Source: an optimization exercise on an open RTL-to-GDS flow (aim: a short achievable clock period and few clock cycles). Production flows keep margins and buffers that such runs may drop.
Only simulation tests tie the RTL to the original design; equivalence was not proved.
Power and IR drop assume default switching activity.

==> v5: inputs <==
// CPU
module CPU(clk,rst,imem_addr,imem_rdata,dmem_addr,dmem_wdata,dmem_we,dmem_rdata);
export LEC_CHECK = 0
export CAP_MARGIN = 20
export CORE_MARGIN = 2
export CORE_UTILIZATION = 40
export CTS_CLUSTER_DIAMETER = 100
export CTS_CLUSTER_SIZE = 20
export PLACE_DENSITY = 0.45
export SLEW_MARGIN = 20
export SYNTH_HIERARCHICAL = 1
export SYNTH_MINIMUM_KEEP_SIZE = 0
create_clock -name core_clock -period 12.0 [get_ports {clk}]
standard.sh (not shown) runs the stock make flow with config.mk's settings and CLKGATE_MAP_FILE= SYNTH_SCRIPT=/design/flow/synth_recipe.tcl, a recipe that flattens the netlist after the stock synthesis.
==> flow/flow/run.sh <==
#!/bin/bash
# Own layout flow: the standard flow (standard synthesis, same constraints and
# clock period), with a larger setup-slack target for timing repair, port buffers
# of a plain buffer cell, and sizing not restricted to the same cell footprint.
set -euo pipefail
sed 's|"\${@:-finish}"|SETUP_SLACK_MARGIN=9 MATCH_CELL_FOOTPRINT=0 BUFFER_PORTS_ARGS="-buffer_cell sky130_fd_sc_hd__buf_4" "${@:-finish}"|' standard.sh > own_standard.sh
grep -q 'SETUP_SLACK_MARGIN=9' own_standard.sh
bash own_standard.sh finish > own_flow_make.log 2>&1
==> v2 (differences from v5) <==
==> flow/design.v (replaced) <==
`timescale 1ns / 1ps
module CPU(clk,rst,imem_addr,imem_rdata,dmem_addr,dmem_wdata,dmem_we,dmem_rdata);
input clk,rst;
output [31:0]imem_addr;
input [31:0]imem_rdata;
output [31:0]dmem_addr;
output [31:0]dmem_wdata;
output dmem_we;
input [31:0]dmem_rdata;
reg [7:0] fidx;
reg [7:0] ras;
wire stall;
wire redirect;
wire [7:0] redirect_idx;
assign imem_addr = {22'd0, fidx, 2'b00};
wire [31:0] fi = imem_rdata;
wire f_isj   = (fi[31:27] == 5'b00001);               
wire f_isjal = (fi[31:26] == 6'b000011);
wire f_isbne = (fi[31:26] == 6'b000101);
wire f_isjr  = (fi[31:26] == 6'b000000) && (fi[5:0] == 6'b001000);
wire [7:0] finc = fidx + 8'd1;
wire [7:0] fbt  = finc + fi[7:0];
wire [7:0] fpred = f_isj ? fi[7:0] : f_isbne ? fbt : f_isjr ? ras : finc;
reg d_valid;
reg [31:0] d_ins;
reg [7:0] d_idx;
reg [7:0] d_pnext;
always @(posedge clk or posedge rst) begin
  if (rst) begin
    fidx <= 8'd0;
    ras <= 8'd0;
    d_valid <= 1'b0;
  end else if (redirect) begin
    fidx <= redirect_idx;
    d_valid <= 1'b0;
  end else if (!stall) begin
    fidx <= fpred;
    d_valid <= 1'b1;
    if (f_isjal) ras <= finc;
  end
end
always @(posedge clk) begin
  if (!stall) begin
    d_ins <= fi;
    d_idx <= fidx;
    d_pnext <= fpred;
  end
end
wire [5:0] op = d_ins[31:26];
wire [5:0] fn = d_ins[5:0];
wire [4:0] rs = d_ins[25:21];
wire [4:0] rt = d_ins[20:16];
wire [4:0] rd = d_ins[15:11];
wire [15:0] imm = d_ins[15:0];
wire isR    = (op == 6'b000000);
wire i_jr   = isR && (fn == 6'b001000);
wire i_addi = (op == 6'b001000);
wire i_andi = (op == 6'b001100);
wire i_xori = (op == 6'b001110);
wire i_sltiu= (op == 6'b001011);
wire i_lw   = (op == 6'b100011);
wire i_sw   = (op == 6'b101011);
wire i_beq  = (op == 6'b000100);
wire i_bne  = (op == 6'b000101);
wire i_j    = (op == 6'b000010);
wire i_jal  = (op == 6'b000011);
wire i_other = !(isR || i_addi || i_andi || i_xori || i_sltiu || i_lw || i_sw ||
                 i_beq || i_bne || i_j || i_jal);
reg [2:0] aluop;
always @(*) begin
  aluop = 3'b100;
  if (isR) begin
    case (fn)
      6'b100010: aluop = 3'b101;
      6'b100100: aluop = 3'b000;
      6'b100101: aluop = 3'b001;
      6'b100110: aluop = 3'b010;
      6'b100111: aluop = 3'b011;
      6'b101011: aluop = 3'b110;
      6'b000100: aluop = 3'b111;
      default:   aluop = 3'b100;
    endcase
  end else if (i_andi) aluop = 3'b000;
  else if (i_xori) aluop = 3'b010;
  else if (i_sltiu) aluop = 3'b110;
  else if (i_beq || i_bne) aluop = 3'b101;
end
wire d_useimm = i_addi || i_andi || i_xori || i_sltiu || i_lw || i_sw;
wire d_sext   = i_addi || i_lw || i_sw;
wire [31:0] d_immv = {{16{d_sext & imm[15]}}, imm};
wire d_wen = (isR && !i_jr) || i_addi || i_andi || i_xori || i_sltiu || i_lw || i_jal || i_other;
wire [4:0] d_wd = i_jal ? 5'd31 : (i_addi || i_andi || i_xori || i_sltiu || i_lw) ? rt : rd;
wire d_usert = (isR && !i_jr) || i_beq || i_bne || i_sw || i_other;    
wire d_users = !i_j && !i_jal;
reg [31:0] rf [0:31];
wire [31:0] rf_rs = rf[rs];
wire [31:0] rf_rt = rf[rt];
reg e_valid, e_wen, e_load;
reg [4:0] e_wd;
reg m_valid, m_wen, m_load;
reg [4:0] m_wd;
reg [31:0] res_M;
reg w_wen;
reg [4:0] w_wd;
reg [31:0] wb_val;
wire e_hit_s = e_valid && e_wen && (e_wd == rs);
wire e_hit_t = e_valid && e_wen && (e_wd == rt);
wire m_hit_s = m_valid && m_wen && (m_wd == rs);
wire m_hit_t = m_valid && m_wen && (m_wd == rt);
wire w_hit_s = w_wen && (w_wd == rs);
wire w_hit_t = w_wen && (w_wd == rt);
assign stall = d_valid && e_load && ((d_users && e_hit_s) || (d_usert && e_hit_t));
wire [31:0] m_val = m_load ? dmem_rdata : res_M;
wire [31:0] rsv = m_hit_s ? m_val : w_hit_s ? wb_val : rf_rs;
wire [31:0] rtv = m_hit_t ? m_val : w_hit_t ? wb_val : rf_rt;
reg [31:0] A_E, B_E, S_E;
reg fA, fB, fS;
reg [2:0] e_aluop;
reg e_link, e_store, e_beq, e_bne, e_jr, e_jmp, e_predtk;
reg [7:0] e_alt, e_pnext;
reg [25:0] e_tgt;
reg [15:0] e_imm;
wire [7:0] d_inc = d_idx + 8'd1;
wire [7:0] d_bt  = d_inc + imm[7:0];
wire d_go = d_valid && !stall && !redirect;
always @(posedge clk or posedge rst) begin
  if (rst) begin
    e_valid <= 1'b0;
    e_wen <= 1'b0;
    e_load <= 1'b0;
    e_store <= 1'b0;
    e_beq <= 1'b0;
    e_bne <= 1'b0;
    e_jr <= 1'b0;
    e_jmp <= 1'b0;
  end else begin
    e_valid <= d_go;
    e_wen <= d_go && d_wen;
    e_load <= d_go && i_lw;
    e_store <= d_go && i_sw;
    e_beq <= d_go && i_beq;
    e_bne <= d_go && i_bne;
    e_jr <= d_go && i_jr;
    e_jmp <= d_go && (i_j || i_jal);
  end
end
always @(posedge clk) begin
  e_wd <= d_wd;
  e_aluop <= aluop;
  e_link <= i_jal;
  e_predtk <= i_bne;
  e_alt <= i_bne ? d_inc : d_bt;
  e_pnext <= d_pnext;
  e_tgt <= d_ins[25:0];
  e_imm <= imm;
  A_E <= rsv;
  B_E <= d_useimm ? d_immv : rtv;
  S_E <= rtv;
  fA <= e_hit_s;
  fB <= e_hit_t && !d_useimm;
  fS <= e_hit_t;
end
wire [31:0] a = fA ? res_M : A_E;
wire [31:0] b = fB ? res_M : B_E;
wire [31:0] s = fS ? res_M : S_E;
reg [31:0] epc;
wire [31:0] epc4 = epc + 32'd4;
reg [31:0] alu;
always @(*) begin
  case (e_aluop)
    3'b000: alu = a & b;
    3'b001: alu = a | b;
    3'b010: alu = a ^ b;
    3'b011: alu = ~(a ^ b);
    3'b100: alu = a + b;
    3'b101: alu = a - b;
    3'b110: alu = {31'd0, a < b};
    default: alu = (a[31:5] == 27'd0) ? (b << a[4:0]) : 32'd0;
  endcase
end
wire [31:0] e_res = e_link ? epc4 : alu;
wire eq = (a == s);
wire taken = (e_beq && eq) || (e_bne && !eq);
wire br_miss = (e_beq || e_bne) && (taken != e_predtk);
wire jr_miss = e_jr && (a[9:2] != e_pnext);
assign redirect = br_miss || jr_miss;
assign redirect_idx = e_jr ? a[9:2] : e_alt;
wire [31:0] e_bt = epc4 + {14'd0, e_imm, 2'b00};
always @(posedge clk or posedge rst) begin
  if (rst) epc <= 32'd0;
  else if (e_valid) begin
    if (e_jr) epc <= a;
    else if (e_jmp) epc <= {epc4[31:28], e_tgt, 2'b00};
    else if (taken) epc <= e_bt;
    else epc <= epc4;
  end
end
reg [31:0] sd_M;
reg we_M;
always @(posedge clk or posedge rst) begin
  if (rst) begin
    m_valid <= 1'b0;
    m_wen <= 1'b0;
    m_load <= 1'b0;
    we_M <= 1'b0;
  end else begin
    m_valid <= e_valid;
    m_wen <= e_wen;
    m_load <= e_load;
    we_M <= e_store;
  end
end
always @(posedge clk) begin
  m_wd <= e_wd;
  res_M <= e_res;
  sd_M <= s;
end
assign dmem_addr = res_M;
assign dmem_wdata = sd_M;
assign dmem_we = we_M;
always @(posedge clk or posedge rst) begin
  if (rst) w_wen <= 1'b0;
  else w_wen <= m_wen;
end
always @(posedge clk) begin
  w_wd <= m_wd;
  wb_val <= m_val;
end
integer i;
always @(posedge clk or posedge rst) begin
  if (rst) begin
    for (i = 0; i < 32; i = i + 1) rf[i] <= 32'd0;
  end else if (w_wen) begin
    rf[w_wd] <= wb_val;
  end
end
endmodule
==> flow/run.sh (new file) <==
#!/bin/bash
# synth_recipe.tcl (not shown) runs the flow's synth.tcl, then flattens the netlist and writes it again
# the make line also repeats each setting of config.mk as NAME=value (left out here)
make -C /OpenROAD-flow-scripts/flow DESIGN_CONFIG=/design/flow/config.mk WORK_HOME=/design/flow/orfs CLKGATE_MAP_FILE= SYNTH_SCRIPT=/design/flow/synth_recipe.tcl finish
Settings changed: CTS_CLUSTER_DIAMETER 100 to unset, CTS_CLUSTER_SIZE 20 to unset, PLACE_DENSITY 0.45 to unset, SETUP_SLACK_MARGIN set to 1, SYNTH_HIERARCHICAL 1 to unset, SYNTH_MINIMUM_KEEP_SIZE 0 to unset.
removed: flow/flow/run.sh
removed: flow/standard.sh
==> v29 (differences from v5) <==
--- a/flow/design.v
+++ b/flow/design.v
@@ -38,14 +38,15 @@
 assign imem_addr = {22'd0, fidx_o, 2'b00};
 wire [31:0] fi = imem_rdata;
 wire [7:0] finc, fpred, fnext, fnext_o;
 wire f_isjal;
 PC u_fnext(fi, fidx, ras, redirect, redirect_idx, stall, rst, fnext, fnext_o, fpred, finc, f_isjal);
 reg d_valid;
 reg [31:0] d_ins;
+reg [31:0] d_rs_oh, d_rt_oh;    
 reg [7:0] d_idx;
 reg [7:0] d_pnext;
 always @(posedge clk or posedge rst) begin
   if (rst) begin
     fidx <= 8'd0;
     ras <= 8'd0;
     d_valid <= 1'b0;
@@ -59,14 +60,16 @@
     end
   end
 end
 always @(posedge clk) begin
   fidx_o <= fnext_o;
   if (!stall) begin
     d_ins <= fi;
+    d_rs_oh <= 32'd1 << fi[25:21];
+    d_rt_oh <= 32'd1 << fi[20:16];
     d_idx <= fidx;
     d_pnext <= ras;    
   end
 end
 wire [5:0] op = d_ins[31:26];
 wire [5:0] fn = d_ins[5:0];
 wire [4:0] rs = d_ins[25:21];
@@ -110,16 +113,25 @@
 wire d_sext   = i_addi || i_lw || i_sw;
 wire [31:0] d_immv = {{16{d_sext & imm[15]}}, imm};
 wire d_wen = (isR && !i_jr) || i_addi || i_andi || i_xori || i_sltiu || i_lw || i_jal || i_other;
 wire [4:0] d_wd = i_jal ? 5'd31 : (i_addi || i_andi || i_xori || i_sltiu || i_lw) ? rt : rd;
 wire d_usert = (isR && !i_jr) || i_beq || i_bne || i_sw || i_other;    
 wire d_users = !i_j && !i_jal;
 reg [31:0] rf [0:31];
-wire [31:0] rf_rs = rf[rs];
-wire [31:0] rf_rt = rf[rt];
+reg [31:0] rf_ok;
+reg [31:0] rf_rs, rf_rt;
+integer j;
+always @(*) begin
+  rf_rs = 32'd0;
+  rf_rt = 32'd0;
+  for (j = 0; j < 32; j = j + 1) begin
+    rf_rs = rf_rs | (rf[j] & {32{d_rs_oh[j] && rf_ok[j]}});
+    rf_rt = rf_rt | (rf[j] & {32{d_rt_oh[j] && rf_ok[j]}});
+  end
+end
 reg e_valid, e_wen, e_load;
 reg [4:0] e_wd;
 reg m_valid, m_wen, m_load;
 reg [4:0] m_wd;
 reg [31:0] res_M;
 reg w_wen;
 reg [4:0] w_wd;
@@ -135,14 +147,15 @@
 wire [31:0] rsv_r = (m_hit_s && !m_load) ? res_M : w_hit_s ? wb_val : rf_rs;
 wire [31:0] rtv_r = (m_hit_t && !m_load) ? res_M : w_hit_t ? wb_val : rf_rt;
 wire ld_s = m_hit_s && m_load;
 wire ld_t = m_hit_t && m_load;
 reg [31:0] A_E, B_E, S_E;
 reg s_and, s_or, s_xor, s_xnor, s_add, s_sub, s_slt, s_sll, s_link;
 wire [31:0] e_res;
+wire [31:0] a_next, b_next, s_next;
 reg e_store, e_beq, e_bne, e_jr, e_jmp, e_predtk;
 reg [7:0] e_alt, e_pnext;
 reg [25:0] e_tgt;
 reg [31:0] e_boff;
 wire [7:0] d_inc = d_idx + 8'd1;
 wire [7:0] d_bt  = d_inc + imm[7:0];
 wire d_go = d_valid && !stall && !redirect;
@@ -178,17 +191,17 @@
   s_slt  <= !i_jal && aluop == 3'b110;
   s_sll  <= !i_jal && aluop == 3'b111;
   s_link <= i_jal;
   e_predtk <= i_bne;
   e_alt <= i_bne ? d_inc : d_bt;
   e_pnext <= d_pnext;
   e_tgt <= d_ins[25:0];
-  A_E <= e_hit_s ? e_res : ld_s ? dmem_rdata : rsv_r;
-  B_E <= (e_hit_t && !d_useimm) ? e_res : (ld_t && !d_useimm) ? dmem_rdata : d_useimm ? d_immv : rtv_r;
-  S_E <= e_hit_t ? e_res : ld_t ? dmem_rdata : rtv_r;
+  A_E <= a_next;
+  B_E <= b_next;
+  S_E <= s_next;
   e_boff <= {14'd0, imm, 2'b00} + 32'd4;
 end
 wire [31:0] a = A_E;
 wire [31:0] b = B_E;
 wire [31:0] s = S_E;
 reg [31:0] epc;
 wire [31:0] epc4 = epc + 32'd4;
@@ -202,14 +215,51 @@
                   ({32{s_xnor}} & ~(a ^ b)) |
                   ({32{s_add}} & e_sum[31:0]) |
                   ({32{s_sub}} & e_dif[31:0]) |
                   ({32{s_slt}} & {31'd0, e_lt}) |
                   ({32{s_sll}} & e_shl) |
                   ({32{s_link}} & epc4);
 assign e_res = alu;
+wire fa_e = e_hit_s;
+wire fb_e = e_hit_t && !d_useimm;
+wire fs_e = e_hit_t;
+assign a_next = ({32{s_and && fa_e}} & (a & b)) |
+                  ({32{s_or && fa_e}}  & (a | b)) |
+                  ({32{s_xor && fa_e}} & (a ^ b)) |
+                  ({32{s_xnor && fa_e}} & ~(a ^ b)) |
+                  ({32{s_add && fa_e}} & e_sum[31:0]) |
+                  ({32{s_sub && fa_e}} & e_dif[31:0]) |
+                  ({32{s_slt && fa_e}} & {31'd0, e_lt}) |
+                  ({32{s_sll && fa_e}} & e_shl) |
+                  ({32{s_link && fa_e}} & epc4) |
+                  ({32{!fa_e && ld_s}} & dmem_rdata) |
+                  ({32{!fa_e && !ld_s}} & rsv_r);
+assign b_next = ({32{s_and && fb_e}} & (a & b)) |
+                  ({32{s_or && fb_e}}  & (a | b)) |
+                  ({32{s_xor && fb_e}} & (a ^ b)) |
+                  ({32{s_xnor && fb_e}} & ~(a ^ b)) |
+                  ({32{s_add && fb_e}} & e_sum[31:0]) |
+                  ({32{s_sub && fb_e}} & e_dif[31:0]) |
+                  ({32{s_slt && fb_e}} & {31'd0, e_lt}) |
+                  ({32{s_sll && fb_e}} & e_shl) |
+                  ({32{s_link && fb_e}} & epc4) |
+                  ({32{!fb_e && ld_t && !d_useimm}} & dmem_rdata) |
+                  ({32{!fb_e && d_useimm}} & d_immv) |
+                  ({32{!fb_e && !ld_t && !d_useimm}} & rtv_r);
+assign s_next = ({32{s_and && fs_e}} & (a & b)) |
+                  ({32{s_or && fs_e}}  & (a | b)) |
+                  ({32{s_xor && fs_e}} & (a ^ b)) |
+                  ({32{s_xnor && fs_e}} & ~(a ^ b)) |
+                  ({32{s_add && fs_e}} & e_sum[31:0]) |
+                  ({32{s_sub && fs_e}} & e_dif[31:0]) |
+                  ({32{s_slt && fs_e}} & {31'd0, e_lt}) |
+                  ({32{s_sll && fs_e}} & e_shl) |
+                  ({32{s_link && fs_e}} & epc4) |
+                  ({32{!fs_e && ld_t}} & dmem_rdata) |
+                  ({32{!fs_e && !ld_t}} & rtv_r);
 wire eq = (a == s);
 wire taken = (e_beq && eq) || (e_bne && !eq);
 wire br_miss = (e_beq || e_bne) && (taken != e_predtk);
 wire jr_miss = e_jr && (a[9:2] != e_pnext);
 assign redirect = br_miss || jr_miss;
 assign redirect_idx = e_jr ? a[9:2] : e_alt;
 wire [31:0] e_bt = epc + e_boff;
@@ -250,21 +300,20 @@
   if (rst) w_wen <= 1'b0;
   else w_wen <= m_wen;
 end
 always @(posedge clk) begin
   w_wd <= m_wd;
   wb_val <= m_val;
 end
-integer i;
+always @(posedge clk) begin
+  if (w_wen) rf[w_wd] <= wb_val;
+end
 always @(posedge clk or posedge rst) begin
-  if (rst) begin
-    for (i = 0; i < 32; i = i + 1) rf[i] <= 32'd0;
-  end else if (w_wen) begin
-    rf[w_wd] <= wb_val;
-  end
+  if (rst) rf_ok <= 32'd0;
+  else if (w_wen) rf_ok[w_wd] <= 1'b1;
 end
 endmodule
 `timescale 1ns / 1ps
 module PC(fi, fidx, ras, redirect, redirect_idx, stall, rst, fnext, fnext_o, fpred, finc, f_isjal);
 input [31:0] fi;
 input [7:0] fidx, ras, redirect_idx;
 input redirect, stall, rst;
Settings changed: CORE_UTILIZATION 40 to 60, CTS_CLUSTER_DIAMETER 100 to unset, CTS_CLUSTER_SIZE 20 to unset, PLACE_DENSITY 0.45 to 0.65.
==> summary.txt <==
FINAL LAYOUT
----------------------------------------------------------------------
Non-clock buffering overhead                                    0.0339
FF+latch area                                                33800 um2
Commonest non-fill, non-tap cells in the layout           1102 x mux2_2, 1085 x dfrtp_1, 635 x a22oi_1
Multi-input gates                                                 4842
Diodes inserted                                                     11
Area delta synth->final                                          13.1%
Fin area                                                     84200 um2
Most common cell after layout, fill and taps aside              mux2_2

WORST SETUP PATH
----------------------------------------------------------------------
Cells along the critical path                             buf_4, mux2_2, ha_1, a21o_1, a21oi_1, o41ai_1, or3_1, a221o_1, a32oi_1, or3b_1, or4_1, o211ai_1, a2bb2oi_1
Startpoint of the worst setup timing path                   fA$_DFF_P_
Worst r2r path cells                                                13

POWER AND IR DROP
----------------------------------------------------------------------
Pwr dens                                                    250 nW/um2
Lkg Pwr                                                        36.7 nW
Sequential logic power                                         8.92 mW
Net switching power                                            8.48 mW
Maximum resistive drop on vdd                               0.000171 V

OUTCOME
----------------------------------------------------------------------
Result of the run                                         finished clean

FLOORPLANNING
----------------------------------------------------------------------
Height of the chip                                              435 um

CTS
----------------------------------------------------------------------
CTS sink cnt                                                      1391
Clock transition at the registers of the reported paths          60 ps

YOSYS
----------------------------------------------------------------------
Cell area after technology mapping                           74400 um2

ROUTE
----------------------------------------------------------------------
Count of vias placed by the detailed router                      67300

-- figures above: v2

==> summary.txt <==
POWER AND IR DROP
----------------------------------------------------------------------
Pwr dens                                                    235 nW/um2
Sequential logic power                                         8.12 mW
Power share of the clock group                                   0.249
Net switching power                                            7.57 mW

FINAL LAYOUT
----------------------------------------------------------------------
Diodes inserted                                                      9
FF+latch area                                                43000 um2
Fin area                                                     87300 um2
Multi-input gates                                                 3712
Non-clock buffering overhead                                    0.0646
Commonest non-fill, non-tap cells in the layout           1136 x edfxtp_1, 694 x a22oi_1, 360 x buf_4

WORST SETUP PATH
----------------------------------------------------------------------
Cells along the critical path                                    buf_6
Capturing element type of the critical path                output port
Worst r2r path cells                                                14
Startpoint of the worst setup timing path                 da_M[13]$_DFF_P_

FLOORPLANNING
----------------------------------------------------------------------
Height of the chip                                              350 um

CTS
----------------------------------------------------------------------
CTS sink cnt                                                      1546
Clock transition at the registers of the reported paths          70 ps

OUTCOME
----------------------------------------------------------------------
Result of the run                                         finished clean

ROUTE
----------------------------------------------------------------------
Count of vias placed by the detailed router                      64200

-- figures above: v29

==> summary.txt <==
OUTCOME
----------------------------------------------------------------------
Result of the run                                         finished clean

FINAL LAYOUT
----------------------------------------------------------------------
Area delta synth->final                                          27.4%
Most common cell after layout, fill and taps aside             dfrtp_1
Multi-input gates                                                 5035
Fin area                                                     98400 um2
Diodes inserted                                                     15
Commonest non-fill, non-tap cells in the layout           1080 x dfrtp_1, 1066 x mux2_2, 702 x a22oi_1

CTS
----------------------------------------------------------------------
Clock transition at the registers of the reported paths          90 ps
CTS sink cnt                                                      1450

WORST SETUP PATH
----------------------------------------------------------------------
Cells along the critical path                                    buf_6
Worst r2r path cells                                                14
Startpoint of the worst setup timing path                 fidx_o[6]$_DFF_P_

ROUTE
----------------------------------------------------------------------
Count of vias placed by the detailed router                      72900

POWER AND IR DROP
----------------------------------------------------------------------
Net switching power                                            10.6 mW
Maximum resistive drop on vdd                               0.000126 V

-- figures above: v5

Testbench counts of v5, summed over its fixed seeds: cycles 28,452.
Testbench counts of v2, summed over its fixed seeds: cycles 28,452.
Testbench counts of v29, summed over its fixed seeds: cycles 28,452.

re-timing with driven ports:
In the flow no input, the clock included, has a driving cell. The finished layouts below were timed again as built, in two steps.
Step 1: set_driving_cell puts a clkbuf_16 on clk and a buf_2 on each other input, an assumption about the parent block.
Step 2 times the ports against the registers' clock, not the clock port: input delays grow and output delays shrink by t, the midpoint of the rising clock arrivals with the driver on.
a / b / c = ideal / step 1 / step 2; a / b = the first two.
run | t, ns | setup WS [ns] | worst register clock-pin slew, ns | worst slew at a driven data input, ns | cell pins on the clock port's net
v5 | 0.875 | 8.363 / 8.273 / 7.752 | 0.10 / 0.10 | 0.08 | 1
v2 | 0.908 | 6.459 / 6.459 / 6.459 | 0.07 / 0.07 | 0.14 | 1
v29 | 0.905 | 8.270 / 8.190 / 7.743 | 0.07 / 0.07 | 0.14 | 1
After both steps every run listed still meets setup and hold. For v5, which loses most, drivers alone change the setup slack by -0.090 ns; drivers and shift together by -0.611 ns.
